This is an optimization exercise on Yosys and OpenROAD, whose aim is small area, a short achievable clock period and few clock cycles, not a production implementation. No activity file was given, so power comes from the tool's default toggle rates.

old:
==> flow/design.v <==
`timescale 1ns / 1ps
module mul;
endmodule
`timescale 1ns / 1ps
module cuberoot(input [7:0] a_i, input [7:0] b_i, output [2:0] y);
wire n1;
wire n2;
wire n3;
wire n4;
wire n5;
wire n6;
wire n7;
wire n8;
wire n9;
wire n10;
wire n11;
wire n12;
wire n13;
wire n14;
wire n15;
wire n16;
wire n17;
wire n18;
wire n19;
wire n20;
wire n21;
wire n22;
wire n23;
wire n24;
wire n25;
wire n26;
wire n27;
wire n28;
wire n29;
wire n30;
wire n31;
wire n32;
wire n33;
wire n34;
wire n35;
wire n36;
wire n37;
wire n38;
wire n39;
wire n40;
wire n41;
wire n42;
wire n43;
wire n44;
wire n45;
wire n46;
wire n47;
wire n48;
wire n49;
wire n50;
wire n51;
wire n52;
wire n53;
wire n54;
wire n55;
wire n56;
wire n57;
wire n58;
wire n59;
wire n60;
wire n61;
wire n62;
wire n63;
wire n64;
wire n65;
wire n66;
wire n67;
wire n68;
wire n69;
wire n70;
wire n71;
wire n72;
wire n73;
wire n74;
wire n75;
wire n76;
wire n77;
wire n78;
wire n79;
wire n80;
wire n81;
wire n82;
wire n83;
wire n84;
wire n85;
assign n1 = ~b_i[5] & ~b_i[6];
assign n2 = ~b_i[4] & n1;
assign n3 = ~b_i[5] & ~b_i[7];
assign n4 = ~b_i[6] & b_i[7];
assign n5 = ~n3 & ~n4;
assign n6 = ~n2 & ~n5;
assign n7 = ~b_i[2] & ~b_i[3];
assign n8 = b_i[5] & b_i[7];
assign n9 = ~b_i[4] & ~n8;
assign n10 = n7 & n9;
assign n11 = ~n4 & n10;
assign n12 = ~n6 & ~n11;
assign n13 = b_i[6] & ~b_i[7];
assign n14 = ~n2 & ~n13;
assign n15 = n12 & n14;
assign n16 = ~b_i[0] & ~b_i[1];
assign n17 = ~b_i[2] & n16;
assign n18 = b_i[3] & ~n17;
assign n19 = ~n12 & ~n14;
assign n20 = ~n18 & ~n19;
assign n21 = ~n15 & n20;
assign n22 = n7 & n16;
assign n23 = ~b_i[4] & ~n1;
assign n24 = ~b_i[7] & ~n23;
assign n25 = ~n8 & ~n24;
assign n26 = ~n22 & ~n25;
assign n27 = ~n21 & n26;
assign n28 = b_i[4] & n8;
assign n29 = ~n2 & ~n10;
assign n30 = ~n3 & ~n29;
assign n31 = ~n28 & ~n30;
assign n32 = ~n27 & n31;
assign n33 = ~a_i[0] & n32;
assign n34 = ~a_i[2] & ~n14;
assign n35 = a_i[2] & n14;
assign n36 = ~n34 & ~n35;
assign n37 = a_i[1] & n12;
assign n38 = ~n36 & ~n37;
assign n39 = ~a_i[1] & ~n12;
assign n40 = ~a_i[6] & ~n39;
assign n41 = n38 & ~n40;
assign n42 = n33 & n41;
assign n43 = ~a_i[6] & ~n42;
assign n44 = ~a_i[7] & ~n43;
assign n45 = ~b_i[6] & ~b_i[7];
assign n46 = a_i[3] & ~n45;
assign n47 = ~a_i[4] & ~n46;
assign n48 = a_i[7] & n47;
assign n49 = ~a_i[3] & n45;
assign n50 = a_i[4] & ~n49;
assign n51 = ~n35 & ~n50;
assign n52 = a_i[0] & ~n39;
assign n53 = ~n32 & n52;
assign n54 = ~n37 & ~n53;
assign n55 = n36 & ~n54;
assign n56 = n51 & ~n55;
assign n57 = ~n48 & ~n56;
assign n58 = ~a_i[4] & n49;
assign n59 = ~a_i[7] & ~n58;
assign n60 = ~a_i[5] & ~n59;
assign n61 = ~n57 & n60;
assign n62 = ~n44 & n61;
assign n63 = ~n35 & ~n46;
assign n64 = ~n55 & n63;
assign n65 = n50 & ~n64;
assign n66 = a_i[5] & n65;
assign n67 = ~a_i[6] & ~a_i[7];
assign n68 = n66 & n67;
assign n69 = ~n37 & ~n39;
assign n70 = a_i[6] & ~n69;
assign n71 = ~n38 & ~n70;
assign n72 = n33 & ~n71;
assign n73 = ~n47 & ~n51;
assign n74 = ~n41 & n73;
assign n75 = ~n72 & n74;
assign n76 = a_i[5] & ~a_i[6];
assign n77 = ~a_i[7] & ~n76;
assign n78 = ~n75 & n77;
assign n79 = ~n65 & n78;
assign n80 = a_i[5] & ~a_i[7];
assign n81 = a_i[6] & ~n80;
assign n82 = ~n79 & ~n81;
assign n83 = ~n68 & n82;
assign y[0] = ~(~n62 & ~n83);
assign y[2] = ~(~n66 & n67);
assign n84 = a_i[6] & a_i[7];
assign n85 = y[2] & ~n84;
assign y[1] = ~n61 & ~n85;
endmodule
`timescale 1ns / 1ps
module root;
endmodule
`timescale 1ns / 1ps
module lab2(
    input clk_i,
    input rst_i,
    input [7:0] a_i,
    input [7:0] b_i,
    input start_i,
    output wire busy_o,
    output wire [3:0] y_bo
);
wire [2:0] y_next;
reg  [2:0] y;
cuberoot cuberoot_inst (.a_i(a_i), .b_i(b_i), .y(y_next));
assign busy_o = 1'b0;
assign y_bo = {1'b0, y};
always @(posedge clk_i)
    if (start_i && !rst_i)
        y <= y_next;
endmodule
Settings: LEC_CHECK=0, CAP_MARGIN=20, CORE_AREA=2 2 60 60, DIE_AREA=0 0 62 62, SETUP_SLACK_MARGIN=1.5, SLEW_MARGIN=20; clock period 5.0 ns.
standard.sh (not shown) runs the stock make flow with config.mk's settings and CLKGATE_MAP_FILE= SYNTH_SCRIPT=/design/flow/synth_recipe.tcl, a recipe that flattens the netlist after the stock synthesis.
==> flow/flow/run.sh <==
#!/bin/bash
# The standard layout, with two changes: synthesis maps the logic with ABC's
# area-oriented &nf mapper (flow/abc.script) instead of ORFS's script, and the
# port buffers are plain buf_1 cells. Everything else, the registers included,
# is the standard synthesis and flow.
set -euo pipefail
work=$PWD
cat > $work/flow_synth.tcl <<EOT
proc abc {args} {
  set i [lsearch -exact \$args -script]
  if {\$i >= 0} { set args [lreplace \$args \$i [expr {\$i + 1}] -script $work/flow/abc.script] }
  yosys abc {*}\$args
}
source $work/synth_recipe.tcl
EOT
bash standard.sh SYNTH_SCRIPT=$work/flow_synth.tcl \
  "BUFFER_PORTS_ARGS=-buffer_cell sky130_fd_sc_hd__buf_1" finish > $work/flow.log 2>&1
==> flow/flow/abc.script <==
&get -n
&dch
&nf -R 1000
&put
topo
upsize
dnsize
old went all the way through synthesis, placement and routing and the layout is clean on timing, DRC and antenna.
> inputs changed (old -> new)
==> flow/flow/abc.script <==
&get -n
&dch
&nf -R 1000
&put
==> results.txt <==
new reached the end of the flow, and the finished layout is clean on the timing, design-rule and antenna checks.
The flow did not stop early for old: all stages ran, and the layout cleared the timing, design-rule and antenna checks.
Compared with old, new is the less power-hungry design.
Clock power share delta for new relative to old: 1.8 points higher
Delta (new minus old): share of the synthesized area in compound gates (AO/OA/AOI/OAI) decreased by 5.2 points relative to the old numbers, met2 routing resource usage after global routing increased by 0.30 points relative to the old numbers.
Relative to old, portion of the clock cycle consumed by the worst path in the final layout has increased by 2.2 points in new.
Share of async-settable or async-resettable flops after synthesis came out exactly the same in new and old.
Worst ir drop on vdd on new is behind old.
When the final numbers for new and old were put side by side, the aggregate global-route resource usage turned out to be smaller in new.
Comparing new and old, combinational cell fraction of total power is lower on new.
No run of this note included a check of the RTL's function; only the layout flow was run.

what the ideal ports hide:
Ports are ideal in the flow. The routed layouts listed here were re-timed in OpenROAD.
Step 1: set_driving_cell puts a clkbuf_16 on clk_i and a buf_2 on each other input, an assumption about the parent block.
Step 2 adds t to the input delays and takes it off the output delays; t is the mean of the earliest and latest rising clock arrival at the registers after step 1. Input paths then give back, and output paths get back, about the clock's delay inside the block.
a / b / c = ideal ports / drivers / drivers and shift; a / b = the first two.
run | t (ns) | setup slack, ns | worst register clock-pin slew, ns | pins driven straight from the clock port
old | 0.242 | 1.920 / 1.917 / 1.675 | 0.03 / 0.03 | 1
new | 0.250 | 1.809 / 1.802 / 1.552 | 0.04 / 0.04 | 1
After both steps every run listed still meets setup and hold. For new, which loses most, drivers alone change the setup slack by -0.007 ns; drivers and shift together by -0.257 ns.
